Background: an optimization exercise with open tools, aiming at small area. Do not read the settings as production practice. Only simulation tests tie the RTL to the original design; equivalence was not proved. Power and IR drop assume default switching activity.

### design.v
`timescale 1ns / 1ps
module SR_chain #(parameter PH = 0) (
    input  wire       clk,
    input  wire       clr,
    input  wire [9:0] code,
    output wire       inc
);
    function automatic reachable(input integer v);
        begin
            if (PH == 0) reachable = 1'b1;
            else reachable = (v <= 721) || v == 725 || v == 739 || v == 1004 ||
                             v == 1018 || v == 1022 || v == 1023;
        end
    endfunction
    wire [31:0] row = 32'd1 << code[9:5];
    wire [31:0] col = 32'd1 << code[4:0];
    wire [1023:0] t;
    genvar r, c;
    generate for (r = 0; r < 32; r = r + 1) begin : rw
        for (c = 0; c < 32; c = c + 1) begin : cl
            if (reachable(r*32+c)) begin : e
                reg s1, s2;
                wire hit = row[r] & col[c];
                always @(posedge clk) begin
                    s1 <= hit | (s1 & ~clr);
                    s2 <= (s2 | (hit & s1)) & ~clr;
                end
                assign t[r*32+c] = hit & s1 & ~s2;
            end else begin : n
                assign t[r*32+c] = 1'b0;
            end
        end
    end endgenerate
    assign inc = |t;
endmodule
`timescale 1ns / 1ps
module SR_chain_control (
    input  wire       clk,
    input  wire       reset,
    input  wire       start,
    output reg  [7:0] q,
    output reg        run,
    output reg        frame_end,
    output reg        done
);
    wire last = (q == 8'd249);
    always @(posedge clk) begin
        if (reset) begin
            q <= 8'd235;
            run <= 1'b0;
            frame_end <= 1'b0;
            done <= 1'b0;
        end else begin
            if (run | start) begin
                q <= last ? 8'd0 : q + 8'd1;
                if (last) run <= 1'b1;
            end
            frame_end <= run & last;
            done <= run & (q >= 8'd22) & (q <= 8'd29);
        end
    end
endmodule
`timescale 1ns / 1ps
module cordic_rtop (
    input  wire        i_clk,
    input  wire [13:0] i_xval,
    input  wire [13:0] i_yval,
    output wire [9:0]  o_mag,
    output wire [9:0]  o_phase
);
    localparam NST = 12;
    wire sx = i_xval[13], sy = i_yval[13];
    wire [14:0] ex = {sx, i_xval};
    wire [14:0] ey = {sy, i_yval};
    wire [14:0] x0, y0;
    wire [14:0] pa = ex ^ {15{sx}};
    wire [14:0] pb = ey ^ {15{sy}};
    wire [14:0] pc = ex ^ {15{~sy}};
    wire [14:0] pd = ey ^ {15{sx}};
    wire px1 = pa[0] ^ pb[0];
    wire px2 = pa[0] & pb[0];
    wire px3 = sx ^ sy;
    wire px4 = sx & sy;
    wire px5 = pa[1] ^ pb[1] ^ px2;
    wire px6 = (pa[1] & pb[1]) | (px2 & (pa[1] ^ pb[1]));
    wire px7 = pa[2] ^ pb[2];
    wire px8 = pa[2] & pb[2];
    wire px9 = pa[3] ^ pb[3];
    wire px10 = pa[3] & pb[3];
    wire px11 = pa[4] ^ pb[4];
    wire px12 = pa[4] & pb[4];
    wire px13 = pa[5] ^ pb[5];
    wire px14 = pa[5] & pb[5];
    wire px15 = pa[6] ^ pb[6];
    wire px16 = pa[6] & pb[6];
    wire px17 = pa[7] ^ pb[7];
    wire px18 = pa[7] & pb[7];
    wire px19 = pa[8] ^ pb[8];
    wire px20 = pa[8] & pb[8];
    wire px21 = pa[9] ^ pb[9];
    wire px22 = pa[9] & pb[9];
    wire px23 = pa[10] ^ pb[10];
    wire px24 = pa[10] & pb[10];
    wire px25 = pa[11] ^ pb[11];
    wire px26 = pa[11] & pb[11];
    wire px27 = pa[12] ^ pb[12];
    wire px28 = pa[12] & pb[12];
    wire px29 = pa[13] ^ pb[13];
    wire px30 = pa[13] & pb[13];
    wire px31 = pa[14] ^ pb[14];
    wire px32 = pa[14] & pb[14];
    wire px33 = px1 ^ px3;
    wire px34 = px1 & px3;
    wire px35 = px4 ^ px5 ^ px34;
    wire px36 = (px4 & px5) | (px34 & (px4 ^ px5));
    wire px37 = px6 ^ px7 ^ px36;
    wire px38 = (px6 & px7) | (px36 & (px6 ^ px7));
    wire px39 = px8 ^ px9 ^ px38;
    wire px40 = (px8 & px9) | (px38 & (px8 ^ px9));
    wire px41 = px10 ^ px11 ^ px40;
    wire px42 = (px10 & px11) | (px40 & (px10 ^ px11));
    wire px43 = px12 ^ px13 ^ px42;
    wire px44 = (px12 & px13) | (px42 & (px12 ^ px13));
    wire px45 = px14 ^ px15 ^ px44;
    wire px46 = (px14 & px15) | (px44 & (px14 ^ px15));
    wire px47 = px16 ^ px17 ^ px46;
    wire px48 = (px16 & px17) | (px46 & (px16 ^ px17));
    wire px49 = px18 ^ px19 ^ px48;
    wire px50 = (px18 & px19) | (px48 & (px18 ^ px19));
    wire px51 = px20 ^ px21 ^ px50;
    wire px52 = (px20 & px21) | (px50 & (px20 ^ px21));
    wire px53 = px22 ^ px23 ^ px52;
    wire px54 = (px22 & px23) | (px52 & (px22 ^ px23));
    wire px55 = px24 ^ px25 ^ px54;
    wire px56 = (px24 & px25) | (px54 & (px24 ^ px25));
    wire px57 = px26 ^ px27 ^ px56;
    wire px58 = (px26 & px27) | (px56 & (px26 ^ px27));
    wire px59 = px28 ^ px29 ^ px58;
    wire px60 = (px28 & px29) | (px58 & (px28 ^ px29));
    wire px61 = px30 ^ px31 ^ px60;
    wire px62 = (px30 & px31) | (px60 & (px30 ^ px31));
    assign x0 = {px61, px59, px57, px55, px53, px51, px49, px47, px45, px43, px41, px39, px37, px35, px33};
    wire py1 = pc[0] ^ pd[0];
    wire py2 = pc[0] & pd[0];
    wire py3 = ~sy ^ sx;
    wire py4 = ~sy & sx;
    wire py5 = pc[1] ^ pd[1] ^ py2;
    wire py6 = (pc[1] & pd[1]) | (py2 & (pc[1] ^ pd[1]));
    wire py7 = pc[2] ^ pd[2];
    wire py8 = pc[2] & pd[2];
    wire py9 = pc[3] ^ pd[3];
    wire py10 = pc[3] & pd[3];
    wire py11 = pc[4] ^ pd[4];
    wire py12 = pc[4] & pd[4];
    wire py13 = pc[5] ^ pd[5];
    wire py14 = pc[5] & pd[5];
    wire py15 = pc[6] ^ pd[6];
    wire py16 = pc[6] & pd[6];
    wire py17 = pc[7] ^ pd[7];
    wire py18 = pc[7] & pd[7];
    wire py19 = pc[8] ^ pd[8];
    wire py20 = pc[8] & pd[8];
    wire py21 = pc[9] ^ pd[9];
    wire py22 = pc[9] & pd[9];
    wire py23 = pc[10] ^ pd[10];
    wire py24 = pc[10] & pd[10];
    wire py25 = pc[11] ^ pd[11];
    wire py26 = pc[11] & pd[11];
    wire py27 = pc[12] ^ pd[12];
    wire py28 = pc[12] & pd[12];
    wire py29 = pc[13] ^ pd[13];
    wire py30 = pc[13] & pd[13];
    wire py31 = pc[14] ^ pd[14];
    wire py32 = pc[14] & pd[14];
    wire py33 = py1 ^ py3;
    wire py34 = py1 & py3;
    wire py35 = py4 ^ py5 ^ py34;
    wire py36 = (py4 & py5) | (py34 & (py4 ^ py5));
    wire py37 = py6 ^ py7 ^ py36;
    wire py38 = (py6 & py7) | (py36 & (py6 ^ py7));
    wire py39 = py8 ^ py9 ^ py38;
    wire py40 = (py8 & py9) | (py38 & (py8 ^ py9));
    wire py41 = py10 ^ py11 ^ py40;
    wire py42 = (py10 & py11) | (py40 & (py10 ^ py11));
    wire py43 = py12 ^ py13 ^ py42;
    wire py44 = (py12 & py13) | (py42 & (py12 ^ py13));
    wire py45 = py14 ^ py15 ^ py44;
    wire py46 = (py14 & py15) | (py44 & (py14 ^ py15));
    wire py47 = py16 ^ py17 ^ py46;
    wire py48 = (py16 & py17) | (py46 & (py16 ^ py17));
    wire py49 = py18 ^ py19 ^ py48;
    wire py50 = (py18 & py19) | (py48 & (py18 ^ py19));
    wire py51 = py20 ^ py21 ^ py50;
    wire py52 = (py20 & py21) | (py50 & (py20 ^ py21));
    wire py53 = py22 ^ py23 ^ py52;
    wire py54 = (py22 & py23) | (py52 & (py22 ^ py23));
    wire py55 = py24 ^ py25 ^ py54;
    wire py56 = (py24 & py25) | (py54 & (py24 ^ py25));
    wire py57 = py26 ^ py27 ^ py56;
    wire py58 = (py26 & py27) | (py56 & (py26 ^ py27));
    wire py59 = py28 ^ py29 ^ py58;
    wire py60 = (py28 & py29) | (py58 & (py28 ^ py29));
    wire py61 = py30 ^ py31 ^ py60;
    wire py62 = (py30 & py31) | (py60 & (py30 ^ py31));
    assign y0 = {py61, py59, py57, py55, py53, py51, py49, py47, py45, py43, py41, py39, py37, py35, py33};
    localparam [NST-2:0] REGB = 11'b10010101011;
    reg [14:0] xr0;
    reg [13:0] rr0;
    reg [NST+1:0] dr0;    
    always @(posedge i_clk) begin
        xr0 <= x0;
        rr0 <= y0[13:0];      
        dr0 <= {sx, sy, y0[14], {(NST-1){1'b0}}};
    end
    wire [14:0] xa [0:NST-1], xb [0:NST-1];
    wire [13:0] ra [0:NST-1], rb [0:NST-1];
    wire        ma [0:NST-1];
    wire [NST+1:0] da [0:NST-1], db [0:NST-1];
    wire        gb [0:NST-1];
    reg  [14:0] xq [0:NST-2];
    reg  [13:0] rq [0:NST-2];
    reg  [NST+1:0] dq [0:NST-2];
    genvar i;
    generate for (i = 0; i < NST; i = i + 1) begin : it
        if (i == 0) begin : s0
            assign xa[0] = xr0; assign ra[0] = rr0; assign da[0] = dr0;
            assign ma[0] = dr0[NST-1];
        end else begin : sn
            if (REGB[i-1]) begin : sr
                assign xa[i] = xq[i-1]; assign ra[i] = rq[i-1]; assign da[i] = dq[i-1];
            end else begin : sc
                assign xa[i] = xb[i-1]; assign ra[i] = rb[i-1]; assign da[i] = db[i-1];
            end
            assign ma[i] = ~(da[i][NST-1-i] ^ da[i][NST-i]);
        end
        cordic_iter #(.S(i+1), .FAST(i >= 2), .CSEL(i == 2)) u_it(.x(xa[i]), .r(ra[i]), .m(ma[i]), .neg(da[i][NST-1-i]),
                                    .xo(xb[i]), .ro(rb[i]), .nego(gb[i]));
        if (i < NST-1) begin : dn
            assign db[i] = da[i] | ({{(NST+1){1'b0}}, gb[i]} << (NST-2-i));
            if (REGB[i]) begin : rg
                always @(posedge i_clk) begin
                    xq[i] <= xb[i];
                    rq[i] <= rb[i];
                    dq[i] <= db[i];
                end
            end
        end else begin : dl
            assign db[i] = da[i];
        end
    end endgenerate
    cordic_mag mg(.x(xb[NST-1]), .o_mag(o_mag));
    cordic_phase pg(.f(da[NST-1]), .o_phase(o_phase));
endmodule
module cordic_mag (
    input  wire [14:0] x,
    output wire [9:0]  o_mag
);
    wire mg1 = x[0] ^ x[2];
    wire mg2 = x[0] & x[2];
    wire mg3 = x[1] ^ x[3];
    wire mg4 = x[1] & x[3];
    wire mg5 = ~x[0] ^ ~x[3];
    wire mg6 = ~x[0] & ~x[3];
    wire mg7 = ~x[1] ^ ~x[4];
    wire mg8 = ~x[1] & ~x[4];
    wire mg9 = ~x[2] ^ ~x[5];
    wire mg10 = ~x[2] & ~x[5];
    wire mg11 = x[0] ^ ~x[3] ^ ~x[6];
    wire mg12 = (x[0] & ~x[3]) | (~x[6] & (x[0] ^ ~x[3]));
    wire mg13 = x[1] ^ ~x[4] ^ ~x[7];
    wire mg14 = (x[1] & ~x[4]) | (~x[7] & (x[1] ^ ~x[4]));
    wire mg15 = ~x[5] ^ ~x[8] ^ ~x[12];
    wire mg16 = (~x[5] & ~x[8]) | (~x[12] & (~x[5] ^ ~x[8]));
    wire mg17 = x[14] ^ 1'b1;
    wire mg18 = x[14] & 1'b1;
    wire mg19 = ~x[6] ^ ~x[9] ^ ~x[13];
    wire mg20 = (~x[6] & ~x[9]) | (~x[13] & (~x[6] ^ ~x[9]));
    wire mg21 = 1'b1 ^ mg2 ^ mg3;
    wire mg22 = (1'b1 & mg2) | (mg3 & (1'b1 ^ mg2));
    wire mg23 = x[2] ^ x[4] ^ ~x[7];
    wire mg24 = (x[2] & x[4]) | (~x[7] & (x[2] ^ x[4]));
    wire mg25 = ~x[10] ^ x[14] ^ mg4;
    wire mg26 = (~x[10] & x[14]) | (mg4 & (~x[10] ^ x[14]));
    wire mg27 = x[3] ^ x[5] ^ ~x[8];
    wire mg28 = (x[3] & x[5]) | (~x[8] & (x[3] ^ x[5]));
    wire mg29 = ~x[11] ^ 1'b1;
    wire mg30 = ~x[11] & 1'b1;
    wire mg31 = x[4] ^ x[6] ^ ~x[9];
    wire mg32 = (x[4] & x[6]) | (~x[9] & (x[4] ^ x[6]));
    wire mg33 = ~x[12] ^ 1'b1;
    wire mg34 = ~x[12] & 1'b1;
    wire mg35 = x[5] ^ x[7] ^ ~x[10];
    wire mg36 = (x[5] & x[7]) | (~x[10] & (x[5] ^ x[7]));
    wire mg37 = ~x[13] ^ 1'b1;
    wire mg38 = ~x[13] & 1'b1;
    wire mg39 = x[6] ^ x[8] ^ ~x[11];
    wire mg40 = (x[6] & x[8]) | (~x[11] & (x[6] ^ x[8]));
    wire mg41 = x[7] ^ x[9];
    wire mg42 = x[7] & x[9];
    wire mg43 = x[8] ^ x[10];
    wire mg44 = x[8] & x[10];
    wire mg45 = ~x[0] ^ ~x[4];
    wire mg46 = ~x[0] & ~x[4];
    wire mg47 = ~x[1] ^ ~x[5];
    wire mg48 = ~x[1] & ~x[5];
    wire mg49 = ~x[2] ^ ~x[6];
    wire mg50 = ~x[2] & ~x[6];
    wire mg51 = ~x[7] ^ ~x[9] ^ 1'b1;
    wire mg52 = (~x[7] & ~x[9]) | (1'b1 & (~x[7] ^ ~x[9]));
    wire mg53 = ~x[8] ^ ~x[10] ^ mg6;
    wire mg54 = (~x[8] & ~x[10]) | (mg6 & (~x[8] ^ ~x[10]));
    wire mg55 = ~x[9] ^ ~x[11] ^ mg8;
    wire mg56 = (~x[9] & ~x[11]) | (mg8 & (~x[9] ^ ~x[11]));
    wire mg57 = ~x[10] ^ ~x[12] ^ mg10;
    wire mg58 = (~x[10] & ~x[12]) | (mg10 & (~x[10] ^ ~x[12]));
    wire mg59 = ~x[11] ^ ~x[13] ^ mg12;
    wire mg60 = (~x[11] & ~x[13]) | (mg12 & (~x[11] ^ ~x[13]));
    wire mg61 = mg1 ^ mg14 ^ mg15;
    wire mg62 = (mg1 & mg14) | (mg15 & (mg1 ^ mg14));
    wire mg63 = mg16 ^ mg18 ^ mg19;
    wire mg64 = (mg16 & mg18) | (mg19 & (mg16 ^ mg18));
    wire mg65 = mg20 ^ mg22 ^ mg23;
    wire mg66 = (mg20 & mg22) | (mg23 & (mg20 ^ mg22));
    wire mg67 = mg24 ^ mg26 ^ mg27;
    wire mg68 = (mg24 & mg26) | (mg27 & (mg24 ^ mg26));
    wire mg69 = mg28 ^ mg30 ^ mg31;
    wire mg70 = (mg28 & mg30) | (mg31 & (mg28 ^ mg30));
    wire mg71 = mg32 ^ mg34 ^ mg35;
    wire mg72 = (mg32 & mg34) | (mg35 & (mg32 ^ mg34));
    wire mg73 = x[14] ^ mg36 ^ mg38;
    wire mg74 = (x[14] & mg36) | (mg38 & (x[14] ^ mg36));
    wire mg75 = ~x[12] ^ 1'b1 ^ mg40;
    wire mg76 = (~x[12] & 1'b1) | (mg40 & (~x[12] ^ 1'b1));
    wire mg77 = ~x[13] ^ 1'b1 ^ mg42;
    wire mg78 = (~x[13] & 1'b1) | (mg42 & (~x[13] ^ 1'b1));
    wire mg79 = x[9] ^ x[11] ^ x[14];
    wire mg80 = (x[9] & x[11]) | (x[14] & (x[9] ^ x[11]));
    wire mg81 = x[10] ^ x[12];
    wire mg82 = x[10] & x[12];
    wire mg83 = x[11] ^ x[13];
    wire mg84 = x[11] & x[13];
    wire mg85 = ~x[0] ^ ~x[2];
    wire mg86 = ~x[0] & ~x[2];
    wire mg87 = ~x[1] ^ ~x[3];
    wire mg88 = ~x[1] & ~x[3];
    wire mg89 = ~x[2] ^ ~x[4];
    wire mg90 = ~x[2] & ~x[4];
    wire mg91 = ~x[3] ^ ~x[5];
    wire mg92 = ~x[3] & ~x[5];
    wire mg93 = ~x[6] ^ 1'b1 ^ mg45;
    wire mg94 = (~x[6] & 1'b1) | (mg45 & (~x[6] ^ 1'b1));
    wire mg95 = ~x[7] ^ mg46 ^ mg47;
    wire mg96 = (~x[7] & mg46) | (mg47 & (~x[7] ^ mg46));
    wire mg97 = ~x[8] ^ mg48 ^ mg49;
    wire mg98 = (~x[8] & mg48) | (mg49 & (~x[8] ^ mg48));
    wire mg99 = mg5 ^ mg50 ^ mg51;
    wire mg100 = (mg5 & mg50) | (mg51 & (mg5 ^ mg50));
    wire mg101 = mg7 ^ mg52 ^ mg53;
    wire mg102 = (mg7 & mg52) | (mg53 & (mg7 ^ mg52));
    wire mg103 = mg9 ^ mg54 ^ mg55;
    wire mg104 = (mg9 & mg54) | (mg55 & (mg9 ^ mg54));
    wire mg105 = mg11 ^ mg56 ^ mg57;
    wire mg106 = (mg11 & mg56) | (mg57 & (mg11 ^ mg56));
    wire mg107 = mg13 ^ mg58 ^ mg59;
    wire mg108 = (mg13 & mg58) | (mg59 & (mg13 ^ mg58));
    wire mg109 = mg17 ^ mg60 ^ mg61;
    wire mg110 = (mg17 & mg60) | (mg61 & (mg17 ^ mg60));
    wire mg111 = mg21 ^ mg62 ^ mg63;
    wire mg112 = (mg21 & mg62) | (mg63 & (mg21 ^ mg62));
    wire mg113 = mg25 ^ mg64 ^ mg65;
    wire mg114 = (mg25 & mg64) | (mg65 & (mg25 ^ mg64));
    wire mg115 = mg29 ^ mg66 ^ mg67;
    wire mg116 = (mg29 & mg66) | (mg67 & (mg29 ^ mg66));
    wire mg117 = mg33 ^ mg68 ^ mg69;
    wire mg118 = (mg33 & mg68) | (mg69 & (mg33 ^ mg68));
    wire mg119 = mg37 ^ mg70 ^ mg71;
    wire mg120 = (mg37 & mg70) | (mg71 & (mg37 ^ mg70));
    wire mg121 = mg39 ^ mg72 ^ mg73;
    wire mg122 = (mg39 & mg72) | (mg73 & (mg39 ^ mg72));
    wire mg123 = mg41 ^ mg74 ^ mg75;
    wire mg124 = (mg41 & mg74) | (mg75 & (mg41 ^ mg74));
    wire mg125 = mg43 ^ mg76 ^ mg77;
    wire mg126 = (mg43 & mg76) | (mg77 & (mg43 ^ mg76));
    wire mg127 = mg44 ^ mg78 ^ mg79;
    wire mg128 = (mg44 & mg78) | (mg79 & (mg44 ^ mg78));
    wire mg129 = 1'b1 ^ mg80 ^ mg81;
    wire mg130 = (1'b1 & mg80) | (mg81 & (1'b1 ^ mg80));
    wire mg131 = 1'b1 ^ mg82 ^ mg83;
    wire mg132 = (1'b1 & mg82) | (mg83 & (1'b1 ^ mg82));
    wire mg133 = x[12] ^ ~x[14] ^ mg84;
    wire mg134 = (x[12] & ~x[14]) | (mg84 & (x[12] ^ ~x[14]));
    wire mg135 = ~x[0] & 1'b1;
    wire mg136 = ~x[1] & mg135;
    wire mg137 = (1'b1 & mg85) | (mg136 & (1'b1 | mg85));
    wire mg138 = (mg86 & mg87) | (mg137 & (mg86 | mg87));
    wire mg139 = (mg88 & mg89) | (mg138 & (mg88 | mg89));
    wire mg140 = (mg90 & mg91) | (mg139 & (mg90 | mg91));
    wire mg141 = (mg92 & mg93) | (mg140 & (mg92 | mg93));
    wire mg142 = (mg94 & mg95) | (mg141 & (mg94 | mg95));
    wire mg143 = (mg96 & mg97) | (mg142 & (mg96 | mg97));
    wire mg144 = (mg98 & mg99) | (mg143 & (mg98 | mg99));
    wire mg145 = (mg100 & mg101) | (mg144 & (mg100 | mg101));
    wire mg146 = (mg102 & mg103) | (mg145 & (mg102 | mg103));
    wire mg147 = (mg104 & mg105) | (mg146 & (mg104 | mg105));
    wire mg148 = (mg106 & mg107) | (mg147 & (mg106 | mg107));
    wire mg149 = (mg108 & mg109) | (mg148 & (mg108 | mg109));
    wire mg150 = (mg110 & mg111) | (mg149 & (mg110 | mg111));
    wire mg151 = (mg112 & mg113) | (mg150 & (mg112 | mg113));
    wire mg152 = mg114 ^ mg115 ^ mg151;
    wire mg153 = (mg114 & mg115) | (mg151 & (mg114 ^ mg115));
    wire mg154 = mg116 ^ mg117 ^ mg153;
    wire mg155 = (mg116 & mg117) | (mg153 & (mg116 ^ mg117));
    wire mg156 = mg118 ^ mg119 ^ mg155;
    wire mg157 = (mg118 & mg119) | (mg155 & (mg118 ^ mg119));
    wire mg158 = mg120 ^ mg121 ^ mg157;
    wire mg159 = (mg120 & mg121) | (mg157 & (mg120 ^ mg121));
    wire mg160 = mg122 ^ mg123 ^ mg159;
    wire mg161 = (mg122 & mg123) | (mg159 & (mg122 ^ mg123));
    wire mg162 = mg124 ^ mg125 ^ mg161;
    wire mg163 = (mg124 & mg125) | (mg161 & (mg124 ^ mg125));
    wire mg164 = mg126 ^ mg127 ^ mg163;
    wire mg165 = (mg126 & mg127) | (mg163 & (mg126 ^ mg127));
    wire mg166 = mg128 ^ mg129 ^ mg165;
    wire mg167 = (mg128 & mg129) | (mg165 & (mg128 ^ mg129));
    wire mg168 = mg130 ^ mg131 ^ mg167;
    wire mg169 = (mg130 & mg131) | (mg167 & (mg130 ^ mg131));
    wire mg170 = mg132 ^ mg133 ^ mg169;
    wire mg171 = (mg132 & mg133) | (mg169 & (mg132 ^ mg133));
    assign o_mag = {mg170, mg168, mg166, mg164, mg162, mg160, mg158, mg156, mg154, mg152};
endmodule
module cordic_phase (
    input  wire [13:0] f,
    output wire [9:0]  o_phase
);
    wire pg1 = ~f[10] ^ ~f[8];
    wire pg2 = ~f[10] & ~f[8];
    wire pg3 = ~f[8] ^ ~f[7];
    wire pg4 = ~f[8] & ~f[7];
    wire pg5 = ~f[11] ^ ~f[10] ^ ~f[4];
    wire pg6 = (~f[11] & ~f[10]) | (~f[4] & (~f[11] ^ ~f[10]));
    wire pg7 = ~f[11] ^ ~f[8] ^ ~f[5];
    wire pg8 = (~f[11] & ~f[8]) | (~f[5] & (~f[11] ^ ~f[8]));
    wire pg9 = ~f[6] ^ ~f[4] ^ ~f[1];
    wire pg10 = (~f[6] & ~f[4]) | (~f[1] & (~f[6] ^ ~f[4]));
    wire pg11 = ~f[0] ^ 1'b1;
    wire pg12 = ~f[0] & 1'b1;
    wire pg13 = ~f[5] ^ ~f[2] ^ ~f[1];
    wire pg14 = (~f[5] & ~f[2]) | (~f[1] & (~f[5] ^ ~f[2]));
    wire pg15 = ~f[0] ^ pg2 ^ pg3;
    wire pg16 = (~f[0] & pg2) | (pg3 & (~f[0] ^ pg2));
    wire pg17 = ~f[6] ^ ~f[3] ^ ~f[2];
    wire pg18 = (~f[6] & ~f[3]) | (~f[2] & (~f[6] ^ ~f[3]));
    wire pg19 = ~f[1] ^ pg4;
    wire pg20 = ~f[1] & pg4;
    wire pg21 = ~f[10] ^ ~f[7] ^ ~f[4];
    wire pg22 = (~f[10] & ~f[7]) | (~f[4] & (~f[10] ^ ~f[7]));
    wire pg23 = ~f[3] ^ ~f[2];
    wire pg24 = ~f[3] & ~f[2];
    wire pg25 = ~f[11] ^ ~f[8] ^ ~f[5];
    wire pg26 = (~f[11] & ~f[8]) | (~f[5] & (~f[11] ^ ~f[8]));
    wire pg27 = ~f[4] ^ ~f[3] ^ 1'b1;
    wire pg28 = (~f[4] & ~f[3]) | (1'b1 & (~f[4] ^ ~f[3]));
    wire pg29 = ~f[9] ^ ~f[6] ^ ~f[5];
    wire pg30 = (~f[9] & ~f[6]) | (~f[5] & (~f[9] ^ ~f[6]));
    wire pg31 = ~f[11] ^ ~f[10];
    wire pg32 = ~f[11] & ~f[10];
    wire pg33 = ~f[3] ^ ~f[2];
    wire pg34 = ~f[3] & ~f[2];
    wire pg35 = ~f[3] ^ ~f[0] ^ pg6;
    wire pg36 = (~f[3] & ~f[0]) | (pg6 & (~f[3] ^ ~f[0]));
    wire pg37 = pg1 ^ pg8 ^ pg9;
    wire pg38 = (pg1 & pg8) | (pg9 & (pg1 ^ pg8));
    wire pg39 = pg10 ^ pg12 ^ pg13;
    wire pg40 = (pg10 & pg12) | (pg13 & (pg10 ^ pg12));
    wire pg41 = pg14 ^ pg16 ^ pg17;
    wire pg42 = (pg14 & pg16) | (pg17 & (pg14 ^ pg16));
    wire pg43 = pg18 ^ pg20 ^ pg21;
    wire pg44 = (pg18 & pg20) | (pg21 & (pg18 ^ pg20));
    wire pg45 = pg22 ^ pg24 ^ pg25;
    wire pg46 = (pg22 & pg24) | (pg25 & (pg22 ^ pg24));
    wire pg47 = ~f[4] ^ pg26 ^ pg28;
    wire pg48 = (~f[4] & pg26) | (pg28 & (~f[4] ^ pg26));
    wire pg49 = ~f[7] ^ ~f[6] ^ ~f[5];
    wire pg50 = (~f[7] & ~f[6]) | (~f[5] & (~f[7] ^ ~f[6]));
    wire pg51 = ~f[11] ^ ~f[8] ^ ~f[7];
    wire pg52 = (~f[11] & ~f[8]) | (~f[7] & (~f[11] ^ ~f[8]));
    wire pg53 = ~f[9] ^ ~f[8] ^ ~f[7];
    wire pg54 = (~f[9] & ~f[8]) | (~f[7] & (~f[9] ^ ~f[8]));
    wire pg55 = ~f[9] ^ ~f[8] ^ ((~f[13] & ~f[12]) | (~f[13] & f[12]));
    wire pg56 = (~f[9] & ~f[8]) | (((~f[13] & ~f[12]) | (~f[13] & f[12])) & (~f[9] ^ ~f[8]));
    wire pg57 = ~f[10] ^ ~f[9] ^ ((f[13] & f[12]));
    wire pg58 = (~f[10] & ~f[9]) | (((f[13] & f[12])) & (~f[10] ^ ~f[9]));
    wire pg59 = ~f[11] ^ ~f[10];
    wire pg60 = ~f[11] & ~f[10];
    wire pg61 = ~f[1] ^ pg5;
    wire pg62 = ~f[1] & pg5;
    wire pg63 = pg7 ^ pg34 ^ pg35;
    wire pg64 = (pg7 & pg34) | (pg35 & (pg7 ^ pg34));
    wire pg65 = pg11 ^ pg36 ^ pg37;
    wire pg66 = (pg11 & pg36) | (pg37 & (pg11 ^ pg36));
    wire pg67 = pg15 ^ pg38 ^ pg39;
    wire pg68 = (pg15 & pg38) | (pg39 & (pg15 ^ pg38));
    wire pg69 = pg19 ^ pg40 ^ pg41;
    wire pg70 = (pg19 & pg40) | (pg41 & (pg19 ^ pg40));
    wire pg71 = pg23 ^ pg42 ^ pg43;
    wire pg72 = (pg23 & pg42) | (pg43 & (pg23 ^ pg42));
    wire pg73 = pg27 ^ pg44 ^ pg45;
    wire pg74 = (pg27 & pg44) | (pg45 & (pg27 ^ pg44));
    wire pg75 = pg29 ^ pg46 ^ pg47;
    wire pg76 = (pg29 & pg46) | (pg47 & (pg29 ^ pg46));
    wire pg77 = pg30 ^ pg48 ^ pg49;
    wire pg78 = (pg30 & pg48) | (pg49 & (pg30 ^ pg48));
    wire pg79 = ~f[6] ^ pg50 ^ pg51;
    wire pg80 = (~f[6] & pg50) | (pg51 & (~f[6] ^ pg50));
    wire pg81 = ((~f[13] & ~f[12]) | (f[13] & f[12])) ^ pg52 ^ pg53;
    wire pg82 = (((~f[13] & ~f[12]) | (f[13] & f[12])) & pg52) | (pg53 & (((~f[13] & ~f[12]) | (f[13] & f[12])) ^ pg52));
    wire pg83 = pg31 ^ pg54 ^ pg55;
    wire pg84 = (pg31 & pg54) | (pg55 & (pg31 ^ pg54));
    wire pg85 = pg32 ^ pg56 ^ pg57;
    wire pg86 = (pg32 & pg56) | (pg57 & (pg32 ^ pg56));
    wire pg87 = ((~f[13] & ~f[12]) | (f[13] & ~f[12])) ^ pg58 ^ pg59;
    wire pg88 = (((~f[13] & ~f[12]) | (f[13] & ~f[12])) & pg58) | (pg59 & (((~f[13] & ~f[12]) | (f[13] & ~f[12])) ^ pg58));
    wire pg89 = ~f[11] ^ ((~f[13] & ~f[12]) | (f[13] & f[12])) ^ pg60;
    wire pg90 = (~f[11] & ((~f[13] & ~f[12]) | (f[13] & f[12]))) | (pg60 & (~f[11] ^ ((~f[13] & ~f[12]) | (f[13] & f[12]))));
    wire pg91 = pg33 & pg61;
    wire pg92 = (pg62 & pg63) | (pg91 & (pg62 | pg63));
    wire pg93 = (pg64 & pg65) | (pg92 & (pg64 | pg65));
    wire pg94 = (pg66 & pg67) | (pg93 & (pg66 | pg67));
    wire pg95 = (pg68 & pg69) | (pg94 & (pg68 | pg69));
    wire pg96 = (pg70 & pg71) | (pg95 & (pg70 | pg71));
    wire pg97 = (pg72 & pg73) | (pg96 & (pg72 | pg73));
    wire pg98 = (pg74 & pg75) | (pg97 & (pg74 | pg75));
    wire pg99 = pg76 ^ pg77 ^ pg98;
    wire pg100 = (pg76 & pg77) | (pg98 & (pg76 ^ pg77));
    wire pg101 = pg78 ^ pg79 ^ pg100;
    wire pg102 = (pg78 & pg79) | (pg100 & (pg78 ^ pg79));
    wire pg103 = pg80 ^ pg81 ^ pg102;
    wire pg104 = (pg80 & pg81) | (pg102 & (pg80 ^ pg81));
    wire pg105 = pg82 ^ pg83 ^ pg104;
    wire pg106 = (pg82 & pg83) | (pg104 & (pg82 ^ pg83));
    wire pg107 = pg84 ^ pg85 ^ pg106;
    wire pg108 = (pg84 & pg85) | (pg106 & (pg84 ^ pg85));
    wire pg109 = pg86 ^ pg87 ^ pg108;
    wire pg110 = (pg86 & pg87) | (pg108 & (pg86 ^ pg87));
    wire pg111 = pg88 ^ pg89 ^ pg110;
    wire pg112 = (pg88 & pg89) | (pg110 & (pg88 ^ pg89));
    wire pg113 = ((~f[13] & ~f[12]) | (f[13] & ~f[12])) ^ pg90 ^ pg112;
    wire pg114 = (((~f[13] & ~f[12]) | (f[13] & ~f[12])) & pg90) | (pg112 & (((~f[13] & ~f[12]) | (f[13] & ~f[12])) ^ pg90));
    wire pg115 = ((~f[13] & ~f[12]) | (f[13] & f[12])) ^ pg114;
    wire pg116 = ((~f[13] & ~f[12]) | (f[13] & f[12])) & pg114;
    wire pg117 = ((~f[13] & ~f[12]) | (~f[13] & f[12])) ^ pg116;
    wire pg118 = ((~f[13] & ~f[12]) | (~f[13] & f[12])) & pg116;
    assign o_phase = {pg117, pg115, pg113, pg111, pg109, pg107, pg105, pg103, pg101, pg99};
endmodule
module cordic_iter #(parameter S = 1, parameter FAST = 0, parameter CSEL = 0) (
    input  wire [14:0] x,
    input  wire [13:0] r,
    input  wire        m,
    input  wire        neg,
    output wire [14:0] xo,
    output wire [13:0] ro,
    output wire        nego
);
    localparam LB = 14 - S;           
    genvar j;
    wire [13:0] un = ~(r ^ {14{m}});
    wire [13:0] u = ~un;
    wire [15:0] cx;
    assign cx[0] = neg;
    generate for (j = 0; j < 15; j = j + 1) begin : ax
        if (j < LB) begin : f
            assign xo[j] = x[j] ^ u[j+S] ^ cx[j];
            assign cx[j+1] = (x[j] & u[j+S]) | (cx[j] & (x[j] ^ u[j+S]));
        end else begin : h
            assign xo[j] = x[j] ^ cx[j];
            assign cx[j+1] = x[j] & cx[j];
        end
    end endgenerate
    wire [14:0] ub = {1'b1, un};
    wire k = x[14];
    wire [15:0] cy;
    wire [14:0] d;
    assign cy[0] = 1'b0;
    if (CSEL) begin : cs
        localparam LH = LB / 2;
        wire [15:0] c0, c1;
        wire [14:0] d0, d1;
        for (j = 0; j < LH; j = j + 1) begin : dl
            assign d[j] = ub[j] ^ x[j+S] ^ cy[j];
            assign cy[j+1] = (ub[j] & x[j+S]) | (cy[j] & (ub[j] ^ x[j+S]));
        end
        assign c0[LH] = 1'b0;
        assign c1[LH] = 1'b1;
        for (j = LH; j < LB; j = j + 1) begin : dh
            assign d0[j] = ub[j] ^ x[j+S] ^ c0[j];
            assign c0[j+1] = (ub[j] & x[j+S]) | (c0[j] & (ub[j] ^ x[j+S]));
            assign d1[j] = ub[j] ^ x[j+S] ^ c1[j];
            assign c1[j+1] = (ub[j] & x[j+S]) | (c1[j] & (ub[j] ^ x[j+S]));
            assign d[j] = cy[LH] ? d1[j] : d0[j];
        end
        assign cy[LB] = cy[LH] ? c1[LB] : c0[LB];
    end else begin : rc
        for (j = 0; j < LB; j = j + 1) begin : dl
            assign d[j] = ub[j] ^ x[j+S] ^ cy[j];
            assign cy[j+1] = (ub[j] & x[j+S]) | (cy[j] & (ub[j] ^ x[j+S]));
        end
    end
    if (FAST) begin : fu
        wire [15:0] po, pa;
        assign po[LB] = 1'b0;
        assign pa[LB] = 1'b1;
        for (j = LB; j < 15; j = j + 1) begin : du
            assign po[j+1] = po[j] | ub[j];
            assign pa[j+1] = pa[j] & ub[j];
            assign cy[j+1] = k ? (cy[LB] | po[j+1]) : (cy[LB] & pa[j+1]);
            assign d[j] = ub[j] ^ k ^ cy[j];
        end
    end else begin : su
        for (j = LB; j < 15; j = j + 1) begin : du
            assign d[j] = ub[j] ^ k ^ cy[j];
            assign cy[j+1] = (ub[j] & k) | (cy[j] & (ub[j] ^ k));
        end
    end
    assign ro = d[13:0];
    assign nego = neg ^ ~d[14];
endmodule
`timescale 1ns / 1ps
module DBSCAN_ARG (
    input  wire       clk,
    input  wire       clr,
    input  wire       inc,
    input  wire       load,
    output reg  [6:0] count,
    output wire [9:0] out
);
    reg [6:0] run_cnt, prev, out_r;
    always @(posedge clk) begin
        if (clr) begin
            run_cnt <= 7'd0;
            count <= run_cnt;
            prev <= count;
        end else begin
            run_cnt <= run_cnt + {6'd0, inc};
        end
        if (load) out_r <= prev;
    end
    assign out = {3'b000, out_r};
endmodule
`timescale 1ns / 1ps
module mlp_24bit_scalable (
    input  wire        clk,
    input  wire [7:0]  q,
    input  wire [6:0]  c0,
    input  wire [6:0]  c1,
    output wire [3:0]  classification_result,
    output wire [23:0] regression_result
);
    localparam W0 = 12, W1 = 11, W2 = 15;    
    wire hid  = (q >= 8'd31) & (q <= 8'd44);    
    wire hidc = (q >= 8'd31) & (q <= 8'd37);    
    wire hid0 = (q == 8'd31);
    wire hidl = (q == 8'd44);
    reg [3:0] b;       
    reg [4:0] k;       
    wire bl = (b == 4'd13);
    always @(posedge clk) begin
        b <= (hidl | bl) ? 4'd0 : b + 4'd1;
        k <= hidl ? 5'd0 : k + {4'd0, bl};
    end
    wire have = (b == 4'd0) & (k != 5'd0) & (k <= 5'd11);
    wire [2:0] cs = q[2:0] + 3'd1;
    wire cb0 = c0[cs] & hidc;
    wire cb1 = c1[cs] & hidc;
    reg [13:0] h0, h1, h2;      
    reg        z0, z1, z2;      
    localparam [38*16-1:0] VROM = 608'b11100001000001111110111101000000111101111000010000011111101111010000001111011110000100000111111011110100000011110111100001000001111110111101000000111101111000010000011111101111010000001111011110000100000111111011110100000011110110110000011010111110100000111111110010111011001001110111001000010000000111111100011010100011101011010011111100111011111111101001111100011101111111010011111111111001101000011001101111100111101101010111011100000001000111111101110011111111010101000001101100111101110101111111110110001000100000101110101100011111110110000010100000100110001001101100000001100111011111100011000001000000;
    wire [37:0] vk = VROM[k[3:0]*38 +: 38];
    wire [W0-1:0] v0 = vk[11:0];
    wire [W1-1:0] v1 = vk[22:12];
    wire [W2-1:0] v2 = vk[37:23];
    reg [W0-1:0] d0; reg [W1-1:0] d1; reg [W2-1:0] d2;
    always @* begin
        if (hid) begin
            case ({cb1, cb0})
            2'b00: begin d0 = 0;   d1 = 0;   d2 = 0;   end
            2'b01: begin d0 = 50;  d1 = -10; d2 = -72; end
            2'b10: begin d0 = -22; d1 = 95;  d2 = 98;  end
            default: begin d0 = 28; d1 = 85; d2 = 26; end
            endcase
        end else begin
            d0 = (h0[0] & ~z0) ? v0 : {W0{1'b0}};
            d1 = (h1[0] & ~z1) ? v1 : {W1{1'b0}};
            d2 = (h2[0] & ~z2) ? v2 : {W2{1'b0}};
        end
    end
    wire first = hid ? hid0 : (b == 4'd0);
    wire [W0-1:0] i0 = hid ? -12'sd1110 : 12'd0;
    wire [W1-1:0] i1 = hid ? -11'sd380 : 11'd0;
    wire [W2-1:0] i2 = hid ? 15'sd2010 : 15'd0;
    reg [W0-1:0] A0; reg [6:0] L0;
    reg [W1-1:0] A1; reg [6:0] L1;
    reg [W2-1:0] A2; reg [6:0] L2;
    wire [W0:0] s0; wire [W1:0] s1; wire [W2:0] s2;
    mlp_radd #(W0) ad0(.a(first ? i0 : A0), .b(d0), .s(s0));
    mlp_radd #(W1) ad1(.a(first ? i1 : A1), .b(d1), .s(s1));
    mlp_radd #(W2) ad2(.a(first ? i2 : A2), .b(d2), .s(s2));
    always @(posedge clk) begin
        A0 <= s0[W0:1]; L0 <= {s0[0], L0[6:1]};
        A1 <= s1[W1:1]; L1 <= {s1[0], L1[6:1]};
        A2 <= s2[W2:1]; L2 <= {s2[0], L2[6:1]};
        h0 <= hid ? {s0[0], h0[13:1]} : {h0[0], h0[13:1]};
        h1 <= hid ? {s1[0], h1[13:1]} : {h1[0], h1[13:1]};
        h2 <= hid ? {s2[0], h2[13:1]} : {h2[0], h2[13:1]};
        if (hidl) begin
            z0 <= s0[W0]; z1 <= s1[W1]; z2 <= s2[W2];
        end
    end
    wire [W0+6:0] f0 = {A0, L0};
    wire [W1+6:0] f1 = {A1, L1};
    wire [W2+6:0] f2 = {A2, L2};
    localparam [20*16-1:0] OBROM = 320'b11111111011110111100111111110111101111001111111101111011110011111111011110111100111111110111101111000000100010100101101100000110001111111010000011101010100110010000101101110110100011111111011001100111000001010011101101000000001110100101001100001000000000100010000100010111010000011111101101001000000011111111011110111100;
    wire [19:0] obn = OBROM[k[3:0]*20 +: 20];
    wire [15:0] obk = obn[19:4];
    wire [3:0] nk = obn[3:0];    
    wire [22:0] e0 = {{(23-W0-7){f0[W0+6]}}, f0};
    wire [22:0] e1 = {{(23-W1-7){f1[W1+6]}}, f1};
    wire [22:0] e2 = {{(23-W2-7){f2[W2+6]}}, f2};
    wire [22:0] e3 = {{7{obk[15]}}, obk};
    wire [22:0] p1 = e0 ^ e1 ^ e2;
    wire [22:0] g1 = {(e0[21:0] & e1[21:0]) | (e2[21:0] & (e0[21:0] ^ e1[21:0])), 1'b0};
    wire [22:0] p2 = p1 ^ g1 ^ e3;
    wire [22:0] g2 = {(p1[21:0] & g1[21:0]) | (e3[21:0] & (p1[21:0] ^ g1[21:0])), 1'b0};
    wire [23:0] ok;
    mlp_radd #(23) ads(.a(p2), .b(g2), .s(ok));
    reg [15:0] okr;
    reg        fits;
    reg        cmpv;      
    always @(posedge clk) begin
        okr <= ok[15:0];
        fits <= (ok[22:15] == 8'h00) | (ok[22:15] == 8'hff);
        cmpv <= have;
    end
    reg [15:0] maxv;
    reg [3:0] maxi;
    reg [15:0] reg0;
    wire [15:0] ma = {~maxv[15], maxv[14:0]};
    wire [15:0] ob = {okr[15], ~okr[14:0]};
    wire [16:0] cc;
    assign cc[0] = 1'b1;
    genvar j;
    generate for (j = 0; j < 16; j = j + 1) begin : cmp
        assign cc[j+1] = (ma[j] & ob[j]) | (cc[j] & (ma[j] | ob[j]));
    end endgenerate
    wire gt = fits & ~cc[16];
    always @(posedge clk) begin
        if (cmpv) begin
            if (k == 5'd1) begin
                maxv <= okr; maxi <= 4'd0; reg0 <= okr;
            end else if (gt) begin
                maxv <= okr; maxi <= nk;
            end
        end
    end
    assign classification_result = maxi;
    assign regression_result = {{8{reg0[15]}}, reg0};
endmodule
module mlp_radd #(parameter W = 8) (
    input  wire [W-1:0] a,
    input  wire [W-1:0] b,
    output wire [W:0]   s
);
    wire [W:0] c;
    assign c[0] = 1'b0;
    genvar j;
    generate for (j = 0; j < W; j = j + 1) begin : fa
        assign s[j] = a[j] ^ b[j] ^ c[j];
        assign c[j+1] = (a[j] & b[j]) | (c[j] & (a[j] ^ b[j]));
    end endgenerate
    assign s[W] = a[W-1] ^ b[W-1] ^ c[W];
endmodule
`timescale 1ns / 1ps
module SR_full_top(input [13:0] ini,
                   input [13:0] inq,
                   input clk,
                   input reset,
                   input start,
                   output [9:0] out0,
                   output [9:0] out1,
                   output [3:0] classification_result,
                   output [23:0] regression_result,
                   output done,
                   output frame_end
    );
    wire [7:0] q;
    wire run;
    SR_chain_control ctl(.clk(clk), .reset(reset), .start(start), .q(q), .run(run),
                         .frame_end(frame_end), .done(done));
    wire [9:0] mag_c, arg_c;
    cordic_rtop cordic(.i_clk(clk), .i_xval(ini), .i_yval(inq), .o_mag(mag_c), .o_phase(arg_c));
    reg [9:0] mag, arg;
    always @(posedge clk) begin
        mag <= mag_c;
        arg <= arg_c;
    end
    wire clr = (q == 8'd242);
    wire inc_abs, inc_arg;
    SR_chain #(.PH(0)) hist_abs(.clk(clk), .clr(clr), .code(mag), .inc(inc_abs));
    SR_chain #(.PH(1)) hist_arg(.clk(clk), .clr(clr), .code(arg), .inc(inc_arg));
    wire [6:0] c_arg, c_abs;
    DBSCAN_ARG cnt_arg(.clk(clk), .clr(clr), .inc(inc_arg), .load(q == 8'd1), .count(c_arg), .out(out0));
    DBSCAN_ARG cnt_abs(.clk(clk), .clr(clr), .inc(inc_abs), .load(q == 8'd1), .count(c_abs), .out(out1));
    mlp_24bit_scalable mlp(.clk(clk), .q(q), .c0(c_arg), .c1(c_abs),
                           .classification_result(classification_result),
                           .regression_result(regression_result));
endmodule
### flow/run.sh
#!/bin/bash
# The standard layout (the standard.sh, all steps), except that the
# input and output ports are buffered with the smallest buffer cell.
export BUFFER_PORTS_ARGS="-buffer_cell sky130_fd_sc_hd__buf_1"
bash standard.sh > standard.log 2>&1
### standard.sh
#!/bin/bash
# synth_recipe.tcl (not shown) runs the flow's synth.tcl, then flattens the netlist and writes it again
# the make line also repeats each setting of config.mk as NAME=value (left out here)
make -C /OpenROAD-flow-scripts/flow DESIGN_CONFIG=/design/flow/config.mk WORK_HOME=/design/flow/orfs CLKGATE_MAP_FILE= SYNTH_SCRIPT=/design/flow/synth_recipe.tcl "${@:-finish}"
### config.mk
export PLATFORM = sky130hd
export DESIGN_NAME = SR_full_top
export DESIGN_NICKNAME = SR_full_top
export VERILOG_FILES = /design/flow/design.v
export SDC_FILE = /design/flow/constraint.sdc
export NUM_CORES = 8
export LEC_CHECK = 0
export CAP_MARGIN = 20
export CORE_MARGIN = 2
export CORE_UTILIZATION = 55
export CTS_BUF_LIST = sky130_fd_sc_hd__clkbuf_8
export CTS_CLUSTER_DIAMETER = 100
export CTS_CLUSTER_SIZE = 14
export PLACE_DENSITY = 0.65
export SLEW_MARGIN = 20
### constraint.sdc
create_clock -name core_clock -period 10.0 [get_ports {clk}]
set_input_delay 2.0000 -clock core_clock [delete_from_list [all_inputs] [get_ports {clk}]]
set_output_delay 2.0000 -clock core_clock [all_outputs]
set_load 0.01 [all_outputs]
==> summary.md, run 1 <==
| Metric | Value |
|---|---|
| Outcome | `finished clean` |
| Vias per cell | `between 5 and 6` |
| Required @ worst endpoint | `10.91 ns` |
| Syn Std Cell Area | `0.1523 mm²` |
| WL met2 | `about 190000 µm` |
| Worst hold slack | `0.3009 ns` |
| Largest stage delay on the critical path | `0.51 ns` |
| Syn Inst Count | `between 15000 and 20000` |
| Post-Place Setup Slack | `-0.08967 ns` |
| Maximum level of the CTS H-tree | `5` |
| Worst-path fanout max | `2` |
| All-Layer GR Usage | `0.2837` |
| Vias in the first global route | `103600` |
| Most frequent cells in the layout | `dfxtp_1 (3914), inv_1 (2216), nand3_1 (1831)` |
| Slowest cell on the critical path | `fa_1` |
| Top FF cell, synth | `dfxtp_1` |
| Root Driver | `clkbuf_8` |
| Die width | `530.2 µm` |
| Min Tclk post-route | `9.638 ns` |
| Worst EP arrival | `10.55 ns` |
| Detail Route met3 WL | `23690 µm` |
| Count of cell types in the netlist | `86` |
| PD cells | `349.1 mW/mm²` |
| Detailed Place HPWL | `approximately 250000 µm` |
| Clock-pin slew on the worst setup and hold paths | `0.10 ns` |
| CTS tree | `yes` |
| Initial antenna violation count | `7` |
| Fin nets | `approximately 16000` |
| Setup WS post-layout | `between 0.3 and 0.4 ns` |
| Clock skew | `0.08888 ns` |
| Number of port buffers | `74` |
| Avg Inst Size Synth | `a little under 10 µm²` |
| DRT Pass-1 Iters | `8` |
| CTS sink count | `approximately 4000` |
| Vias | `112000` |
| Worst path top cell family by delay | `adder cells` |
| DRT antenna net count | `0` |
| CTS Buf Count | `roughly 320` |
| Async SR Flop Fraction | `0` |
| Buf/Inv on CP | `4` |
| First-pass GRT wire length | `623500 µm` |
| DRT Wirelength | `roughly 400000 µm` |
| Largest cells by area after synthesis | `dfxtp_1 (52%), a22o_1 (10%), nand3_1 (6.0%)` |
| Tcrit/Tclk final | `0.9638` |
| Worst hold path class | `flop to flop` |
| Inst Count DP | `18790` |
| IO Count | `81` |
| Post-synth top area share | `0.5155` |
| # DRC | `0` |
| Worst vdd ir | `0.5468 mV` |
| FMAX | `approximately 100 MHz` |
| Max_slew headroom | `0.2138` |
| Layout cells sized above 1 | `0.05836` |
| Tot Pwr | `56.43 mW` |
| Endpoint type of the worst setup path | `flop` |
| FP Rows | `193` |
| 1st-iter DRT viols | `9475` |
| Sequential area share after synthesis | `0.5315` |
| Highest Signal Layer | `met5` |
| Global route overflow | `0` |
| Pin count of the biggest net entering global routing | `205` |
| #FFs+latches synth | `4002` |
| Maximum clock insertion buffer count | `4` |
| Commonest non-fill, non-tap cell in the layout | `dfxtp_1` |
| Met1 WL | `187100 µm` |
| Drt wl/cell | `around 21 µm` |
| Skew-Pair Late Insertion Delay | `1.10 ns` |
| Worst Tran Pin Value | `1.179 ns` |
| Full die area | `0.2811 mm²` |
| Yosys warns | `13` |
| Final Hold Viols | `0` |
| Starting Density | `0.5517` |
| Pleak | `~73 nW` |
| Setup Crit Path Kind | `flop to flop` |
| Final std cells w/o fill | `19160` |
| EDFF count, synth | `81` |
| GP Congestion | `0.8367` |
| Post-synth top area cell | `dfxtp_1` |
| Core Area | `0.2760 mm²` |
| Die Ht | `530.2 µm` |
| Syn-to-layout area delta | `6.139%` |
| Final Max Slew Viols | `0` |
| Maxcap violations | `0` |
| CP Launch Type | `flop` |
| Final setup viols | `0` |
-- layout make-up --
type | count | area [µm²]
Multi-Input combinational cell | 8482 | 59920
Fill cell | 24230 | 114400
Timing Repair Buffer | 398 | 2987
Clock buffer | 331 | 4556
Inverter | 2204 | 8280
Clock inverter | 40 | 290.3
Antenna cell | 1 | 2.502
Sequential cell | 4002 | 80950
Tap cell | 3705 | 4636
-- cells by family (layout without fill, tap and decap cells) --
kind of cell | count (synthesis) | in the layout | share of synthesized area
AOI/OAI and AO/OA | 4686 | 4686 | 0.2072
muxes | 28 | 28 | 0.002136
and+or+nand+nor | 2907 | 2907 | 0.09381
adders and majority gates | 580 | 580 | 0.06620
DFF | 4002 | 4002 | 0.5315
xor gates and xnor gates | 275 | 275 | 0.01596
other | 1 | 7 | 0.00002463
buffers and inverters | 3354 | 2973 | 0.08323
-- what timing repair did --
| action | in CTS | in global routing |
|---|---|---|
| endpoints found under the setup margin | 4 | 14 |
| gates resized for setup | 4 | 54 |
| hold buffers | 0 | 0 |
| buffers inserted | 0 | 1 |
| pin swaps | 1 | 10 |
-- worst paths after layout --
path / cells past startpoint / slack [ns] / endpoint / from
min reg2reg: 0 / 0.30 / mlp.h0[2] / mlp.h0[3]
max: 40 / 0.36 / mag[9] / cordic.dq[10][1]
max reg2reg: 40 / 0.36 / mag[9] / cordic.dq[10][1]
min: 0 / 0.30 / mlp.h0[2] / mlp.h0[3]
-- state kept, by name (all words and copies together) (netlist names), 15 cells and up --
register             flops
mlp.reg0                16
cordic.xq               90
mlp.A2                  15
hist_abs.rw.cl.e.s2   1024
mlp.maxv                16
cordic.rq               72
hist_arg.rw.cl.e.s2    728
cordic.xr0              15
hist_arg.rw.cl.e.s1    728
mlp.okr                 16
cordic.dq               50
hist_abs.rw.cl.e.s1   1024
-- report_power, final --
| group | switching, mW | internal, mW | total [mW] |
|---|---|---|---|
| combinational | 14.3 | 11.2 | 25.6 |
| clock | 5.21 | 3.01 | 8.22 |
| sequential | 2.22 | 20.4 | 22.6 |
-- stage by stage --
step	util	TNS, ns	area (µm²)
6_report	0.5855	0	161600
5_1_grt	0.5855	-0.1005	161600
4_1_cts	0.5847	-0.07431	161400
3_5_place_dp	0.5671	-0.1066	156500
3_3_place_gp	0.5671	-0.05732	156500
2_1_floorplan	-	-0.02901	152400
-- per-layer routing --
layer,vias up,global-route usage
met5,-,0
met2,3025,0.4607
li1,53750,-
met3,578,0.02850
met1,54640,0.4057
met4,2,0.07015
-- cell usage after synthesis, types with 5 or more instances --
| cell type | number |
|---|---|
| edfxtp_1 | 81 |
| a21oi_1 | 1825 |
| nor2_1 | 543 |
| ha_1 | 188 |
| nor3_1 | 43 |
| and4_1 | 6 |
| mux2i_1 | 19 |
| o21ai_0 | 86 |
| or3_1 | 19 |
| dfxtp_1 | 3921 |
| o211ai_1 | 11 |
| and2_1 | 32 |
| inv_1 | 2201 |
| clkbuf_1 | 941 |
| a2111oi_0 | 5 |
| buf_1 | 182 |
| or2_2 | 12 |
| nand2b_1 | 29 |
| and3_1 | 16 |
| nor2b_1 | 20 |
| nor4_1 | 101 |
| nor4b_1 | 5 |
| nand3b_1 | 18 |
| nand3_1 | 1831 |
| xnor2_1 | 174 |
| a211oi_1 | 14 |
| xor2_1 | 99 |
| o31ai_1 | 5 |
| buf_4 | 15 |
| a221oi_1 | 5 |
| a211o_1 | 5 |
| or3b_2 | 7 |
| buf_2 | 10 |
| a22o_1 | 1754 |
| a21o_1 | 8 |
| a31oi_1 | 17 |
| nand4_1 | 72 |
| nand2_1 | 132 |
| mux2_2 | 6 |
| fa_1 | 380 |
| maj3_1 | 12 |
| o21ai_1 | 6 |
| o21a_1 | 24 |
| o22ai_1 | 881 |
==> inputs of run 2 (changes only) <==
--- a/config.mk
+++ b/config.mk
@@ -10,6 +10,6 @@
 export CORE_UTILIZATION = 55
 export CTS_BUF_LIST = sky130_fd_sc_hd__clkbuf_8
 export CTS_CLUSTER_DIAMETER = 100
-export CTS_CLUSTER_SIZE = 14
+export CTS_CLUSTER_SIZE = 15
 export PLACE_DENSITY = 0.65
 export SLEW_MARGIN = 20
==> summary.md, run 2 <==
| Metric | Value |
|---|---|
| Outcome | `finished clean` |
| Most common cell on crit path | `ha_1` |
| Hold endpoint | `mlp.h0[7]` |
| Avg Inst Size Synth | `approximately 9.6 µm²` |
| Largest stage delay on the critical path | `roughly 0.52 ns` |
| Layout cells sized above 1 | `0.05701` |
| PD cells | `348.6 mW/mm²` |
| IO Count | `81` |
| CP Launch Type | `flop` |
| DRT Wirelength | `408400 µm` |
| Maxcap violations | `0` |
| Clock skew | `0.08196 ns` |
| FMAX | `103.7 MHz` |
| Root Driver | `clkbuf_8` |
| WL met2 | `187300 µm` |
| FP Rows | `roughly 190` |
| 1st-iter DRT viols | `9496` |
| Detail Route met3 WL | `between 20000 and 25000 µm` |
| Final setup viols | `0` |
| CTS tree | `yes` |
| Regs by FF count | `hist_abs.rw.cl.e.s1 (1024), hist_abs.rw.cl.e.s2 (1024)` |
| Highest Signal Layer | `met5` |
| Syn Std Cell Area | `0.1523 mm²` |
| Number of port buffers | `74` |
| Min Tclk post-route | `9.646 ns` |
| Tcrit/Tclk final | `0.9646` |
| GP Congestion | `between 0.8 and 0.9` |
| Reg2Reg Depth | `42` |
| Die width | `530.2 µm` |
| Skew-Pair Late Insertion Delay | `1.11 ns` |
| Maximum level of the CTS H-tree | `5` |
| Final Max Slew Viols | `0` |
| Clock-pin slew on the worst setup and hold paths | `0.11 ns` |
| Min-Delay Path Depth | `0` |
| Global route overflow | `0` |
| Yosys warns | `13` |
| CTS sink count | `between 4000 and 5000` |
| Placed Area | `0.1565 mm²` |
| Post-CTS Hold Buffers | `0` |
| Required @ worst endpoint | `approximately 11 ns` |
| Maximum clock insertion buffer count | `4` |
| EDFF count, synth | `81` |
| Worst-path fanout max | `3` |
| Die Ht | `530.2 µm` |
| Full die area | `0.2811 mm²` |
| Worst hold path class | `flop to flop` |
| CTS Buf Count | `306` |
| Slowest cell on the critical path | `or4b_4` |
| Worst vdd ir | `0.5377 mV` |
| Vias in the first global route | `between 100k and 150k` |
| R2R Setup Slk | `between 0.3 and 0.4 ns` |
| RR Startpoint | `cordic.dq[7][3]` |
| Final Hold Viols | `0` |
| Syn Inst Count | `15830` |
| RSZ-0062 raised after global routing | `true` |
| DRT Pass-1 Iters | `6` |
| Most frequent cells in the layout | `dfxtp_1 (3914), inv_1 (2215), nand3_1 (1831)` |
| Commonest non-fill, non-tap cell in the layout | `dfxtp_1` |
| Largest cells by area after synthesis | `dfxtp_1 (52%), a22o_1 (10%), nand3_1 (6.0%)` |
| Setup Crit Path Kind | `flop to flop` |
| Vias per cell | `slightly below 6` |
| Worst EP arrival | `10.57 ns` |
| #FFs+latches synth | `4002` |
| Worst flop-to-flop path endpoint | `cordic.xq[10][14]` |
| Hold Crit Start | `mlp.h0[8]` |
| Pleak | `roughly 73 nW` |
| Drt wl/cell | `21.34 µm` |
| Fin nets | `15990` |
| Post-route cell area | `0.1614 mm²` |
| # DRC | `0` |
| Final std cells w/o fill | `19140` |
| Endpoint type of the worst setup path | `flop` |
| Commonest cells post-synth | `dfxtp_1 (3921), inv_1 (2201), nand3_1 (1831)` |
| Initial antenna violation count | `6` |
| Core Area | `0.2760 mm²` |
| Async SR Flop Fraction | `0` |
| Detailed Place HPWL | `between 200000 and 300000 µm` |
| Met1 WL | `187200 µm` |
| Most common cell in the netlist | `dfxtp_1` |
| Tot Pwr | `56.26 mW` |
| All-Layer GR Usage | `0.2835` |
| Post-synth top area share | `0.5155` |
| Max_slew headroom | `0.2195` |
| Inst Count DP | `between 15000 and 20000` |
| Syn-to-layout area delta | `5.983%` |
| Pin count of the biggest net entering global routing | `205` |
| Vias | `~110k` |
| DRT antenna net count | `0` |
| First-pass GRT wire length | `623000 µm` |
| Worst Tran Pin Value | `1.171 ns` |
| Sequential area share after synthesis | `0.5315` |
| Core Util, Final | `0.5847` |
| Count of cell types in the netlist | `between 80 and 90` |
| Post-synth top area cell | `dfxtp_1` |
| Top FF cell, synth | `dfxtp_1` |
| Starting Density | `0.5517` |
## run 2: cell types whose count changed in the layout (fill, tap and decap cells not counted), moves of 2 or more
cell        change
clkinvlp_4      -3
clkbuf_8       -21
clkinv_8        +5
inv_6           -2
inv_8           +3
## run 2: layout make-up
cell class | count | area [µm²]
multi-input cells | 8482 | 59900
flip-flops and latches | 4002 | 80940
clock buffers | 310 | 4267
fillers | 24190 | 114600
clock inverters | 41 | 365.4
well taps | 3705 | 4636
inverters | 2204 | 8280
repair buffers | 398 | 2983
diodes | 1 | 2.502
## run 2: logic make-up after synthesis
| group | Yosys count | synth area share |
|---|---|---|
| adders and majority gates | 580 | 0.06620 |
| AOI/OAI and AO/OA | 4686 | 0.2072 |
| buffers and inverters | 3354 | 0.08323 |
| xor gates and xnor gates | 275 | 0.01596 |
| and+or+nand+nor | 2907 | 0.09381 |
| DFF | 4002 | 0.5315 |
| muxes | 28 | 0.002136 |
| other | 1 | 0.00002463 |
## run 2: worst max-delay path, delay by kind of cell (launching register included)
kind / cells / cell delay [ns]
xor+xnor: 4 / 0.53
buf+inv: 3 / 0.20
fa+ha+maj: 29 / 7.02
simple gates: 3 / 0.81
compound gates: 2 / 0.37
flops: 1 / 0.37
mux: 1 / 0.20
## run 2: through the flow
step | setup TNS, ns | hold slack (ns) | worst slack [ns]
final | 0 | 0.3044 | 0.3539
after CTS | 0 | 0.3126 | 0.0008020
after global routing | -0.2009 | 0.3233 | -0.1204
after global placement | -0.05732 | 0.3100 | -0.05732
after floorplan | -0.02901 | 0.3096 | -0.02901
after detailed placement | -0.1066 | 0.3121 | -0.08967
## run 2: report_power, final
| group | switching, mW | leakage, nW | internal [mW] |
|---|---|---|---|
| registers | 2.22 | 32.6 | 20.4 |
| clock network | 5.20 | 2.43 | 2.86 |
| logic | 14.3 | 38.0 | 11.3 |
| total | 21.7 | 73.0 | 34.5 |
## run 2: repair_timing
action / 4_1_cts / 5_1_grt
hold endpoints to repair: 0 / 0
buffers inserted: 1 / 0
resized for setup: 8 / 44
endpoints found under the setup margin: 3 / 12
pin swaps: 3 / 10
## run 2: per-layer routing
layer / global-route usage / up-vias
li1: - / 53740
met1: 0.4059 / 54630
met2: 0.4610 / 3005
met3: 0.02728 / 549
met4: 0.06977 / 2
met5: 0 / -
## run 2: worst max-delay path by stage
stage	startpoint	endpoint	slack, ns
6_report	cordic.dq[7][3]	cordic.xq[10][14]	0.35
4_1_cts	cordic.dq[10][1]	mag[9]	0.0008
5_1_grt	cordic.dq[7][3]	cordic.xq[10][14]	-0.12
2_1_floorplan	cordic.dq[1][10]	cordic.xq[3][14]	-0.03
3_5_place_dp	cordic.dq[10][1]	mag[9]	-0.09
3_3_place_gp	cordic.dq[10][0]	mag[9]	-0.06
==> inputs of run 3 (changes only) <==
--- a/design.v
+++ b/design.v
@@ -203,7 +203,7 @@
     wire py61 = py30 ^ py31 ^ py60;
     wire py62 = (py30 & py31) | (py60 & (py30 ^ py31));
     assign y0 = {py61, py59, py57, py55, py53, py51, py49, py47, py45, py43, py41, py39, py37, py35, py33};
-    localparam [NST-2:0] REGB = 11'b10010101011;
+    localparam [NST-2:0] REGB = 11'b10010101010;
     reg [14:0] xr0;
     reg [13:0] rr0;
     reg [NST+1:0] dr0;    
@@ -233,7 +233,7 @@
             end
             assign ma[i] = ~(da[i][NST-1-i] ^ da[i][NST-i]);
         end
-        cordic_iter #(.S(i+1), .FAST(i >= 2), .CSEL(i == 2)) u_it(.x(xa[i]), .r(ra[i]), .m(ma[i]), .neg(da[i][NST-1-i]),
+        cordic_iter #(.S(i+1), .FAST(1), .CSEL(i <= 2)) u_it(.x(xa[i]), .r(ra[i]), .m(ma[i]), .neg(da[i][NST-1-i]),
                                     .xo(xb[i]), .ro(rb[i]), .nego(gb[i]));
         if (i < NST-1) begin : dn
             assign db[i] = da[i] | ({{(NST+1){1'b0}}, gb[i]} << (NST-2-i));
@@ -802,7 +802,7 @@
         mag <= mag_c;
         arg <= arg_c;
     end
-    wire clr = (q == 8'd242);
+    wire clr = (q == 8'd241);
     wire inc_abs, inc_arg;
     SR_chain #(.PH(0)) hist_abs(.clk(clk), .clr(clr), .code(mag), .inc(inc_abs));
     SR_chain #(.PH(1)) hist_arg(.clk(clk), .clr(clr), .code(arg), .inc(inc_arg));
==> summary.md, run 3 <==
| Metric | Value |
|---|---|
| Outcome | `finished clean` |
| Clock-pin slew on the worst setup and hold paths | `0.10 ns` |
| Maximum level of the CTS H-tree | `5` |
| GR Util met2 | `0.4591` |
| Endpoint type of the worst setup path | `flop` |
| Worst hold path class | `flop to flop` |
| Post-synth top area cell | `dfxtp_1` |
| Full die area | `between 0.2 and 0.3 mm²` |
| Final Max Slew Viols | `0` |
| IO Count | `81` |
| Met3 Usage GRT | `0.02751` |
| #FFs+latches synth | `~4000` |
| Final Hold Viols | `0` |
| Commonest non-fill, non-tap cell in the layout | `dfxtp_1` |
| Starting Density | `0.5535` |
| Post-CTS Hold Buffers | `0` |
| Top FF cell, synth | `dfxtp_1` |
| Clk pwr share | `0.135` |
| Syn Inst Count | `~16000` |
| First-pass GRT wire length | `623500 µm` |
| Regs by FF count | `hist_abs.rw.cl.e.s1 (1024), hist_abs.rw.cl.e.s2 (1024)` |
| Sequential group share of total power | `0.385` |
| Required @ worst endpoint | `between 10 and 15 ns` |
| Post-route cell area | `0.1610 mm²` |
| Pleak | `around 73 nW` |
| CTS sink count | `3969` |
| Placed Area | `0.1561 mm²` |
| Fin nets | `roughly 16000` |
| Worst-path fanout max | `3` |
| Vias per cell | `5.826` |
| CP Launch Type | `flop` |
| 1st-iter DRT viols | `8925` |
| CTS tree | `yes` |
| Worst vdd ir | `about 0.51 mV` |
| Most common cell on crit path | `fa_2` |
| Async SR Flop Fraction | `0` |
| Top Usage Layer GRT | `met2` |
| Initial antenna violation count | `3` |
| Final std cells w/o fill | `19120` |
| DRT Pass-1 Iters | `6` |
| Tcrit/Tclk final | `0.9823` |
| Largest cells by area after synthesis | `dfxtp_1 (51%), a22o_1 (10%), nand3_1 (6.0%)` |
| Largest stage delay on the critical path | `0.38 ns` |
| Core Area | `0.2741 mm²` |
| Max_slew headroom | `0.1926` |
| Commonest cells post-synth | `dfxtp_1 (3888), inv_1 (2205), nand3_1 (1823)` |
| Count of cell types in the netlist | `89` |
| Cell Int Power | `about 36 mW` |
| Syn-to-layout area delta | `6.150%` |
-- run 3: changes by cell type in the layout (fill, tap and decap cells not counted), sizes merged, moves of 6 or more --
cell   delta
nand3     -8
or4      +13
o21ai     +6
xnor2    -12
xor2     +11
or3       -7
dfxtp    -33
nor2     +20
nor4      -9
-- run 3: kinds of logic (layout without fill, tap and decap cells) --
kind of cell / count (synthesis) / after routing / share of synthesized area
AO/OA/AOI/OAI: 4695 / 4695 / 0.2084
XOR/XNOR: 274 / 274 / 0.01606
adder cells (fa/ha/maj): 582 / 582 / 0.06631
buffers and inverters: 3353 / 2954 / 0.08347
flip-flops: 3969 / 3969 / 0.5291
multiplexers: 22 / 22 / 0.001641
other: 1 / 9 / 0.00002472
AND/OR/NAND/NOR: 2932 / 2932 / 0.09500
-- run 3: layer usage --
metal,up-vias,part of all wire
li1,53750,-
met1,54110,0.46
met2,2927,0.46
met3,608,0.055
met4,2,0.027
met5,-,0.00063
-- run 3: power by group through the flow --
stage                     Sequential [mW]  Clock, mW  Combinational [mW]
final                                22.7       7.96                28.3
after floorplan                      22.3          0                19.2
after global placement               22.9          0                26.9
after CTS                            22.6       8.15                27.8
after global routing                 23.2       8.71                32.0
after detailed placement             22.9          0                27.5
-- run 3: final timing paths --
| check | from | endpoint | slack, ns | depth (start not counted) |
|---|---|---|---|---|
| hold / removal | mlp.h1[3] | mlp.h1[2] | 0.33 | 0 |
| setup / recovery | cordic.dr0[11] | cordic.xq[1][14] | 0.18 | 37 |
| hold reg to reg | mlp.h1[3] | mlp.h1[2] | 0.33 | 0 |
| setup reg to reg | cordic.dr0[11] | cordic.xq[1][14] | 0.18 | 37 |
-- run 3: area by class of cell --
class | instances | area [µm²] | area share
flip-flops and latches | 3969 | 80280 | 0.4985
multi-input cells | 8511 | 60210 | 0.3739
inverters | 2207 | 8292 | 0.05149
well taps | 3686 | 4612 | 0.02864
clock buffers | 306 | 4212 | 0.02615
repair buffers | 403 | 3104 | 0.01928
clock inverters | 38 | 320.3 | 0.001989
diodes | 3 | 7.507 | 0.00004662
-- run 3: what timing repair did --
item,CTS,global route
pin swaps,5,36
gates resized for setup,16,84
buffers inserted,1,4
setup endpoints to repair,4,18
-- run 3: worst max-delay path, delay by kind of cell, from the launching register on --
| kind | cells | cell delay, ns |
|---|---|---|
| compound gates | 1 | 0.06 |
| fa+ha+maj | 26 | 8.30 |
| simple gates | 2 | 0.19 |
| flops | 1 | 0.35 |
| buf+inv | 4 | 0.31 |
| mux | 1 | 0.08 |
| xor+xnor | 3 | 0.41 |
-- run 3: through the flow --
step	TNS [ns]	worst slack [ns]	hold slack, ns	total power, mW
final	0	0.1770	0.3256	58.99
after global routing	-0.1111	-0.04522	0.3285	63.89
after CTS	-0.003650	-0.003650	0.3279	58.54
after detailed placement	-0.4794	-0.3414	0.3121	50.37
after global placement	-0.3557	-0.2772	0.3099	49.81
after floorplan	-0.07588	-0.07588	0.3096	41.52

re-timing with driven ports:
Ports are ideal in the flow. The routed layouts listed here were re-timed in OpenROAD.
Step 1 assumes that a clkbuf_16 drives the clock port and a buf_2 every other input.
Step 2, shift: input delay + t, output delay - t, t = (earliest + latest rising clock arrival at the registers) / 2. This alone moves slack from input paths to output paths.
a / b / c = ideal / step 1 / step 2; a / b = the first two.
run	t, ns	setup slack, ns
run 1	1.151	0.362 / 0.362 / 0.362
run 2	1.161	0.354 / 0.354 / 0.354
run 3	1.151	0.177 / 0.177 / 0.177
After both steps every run listed still meets setup and hold.
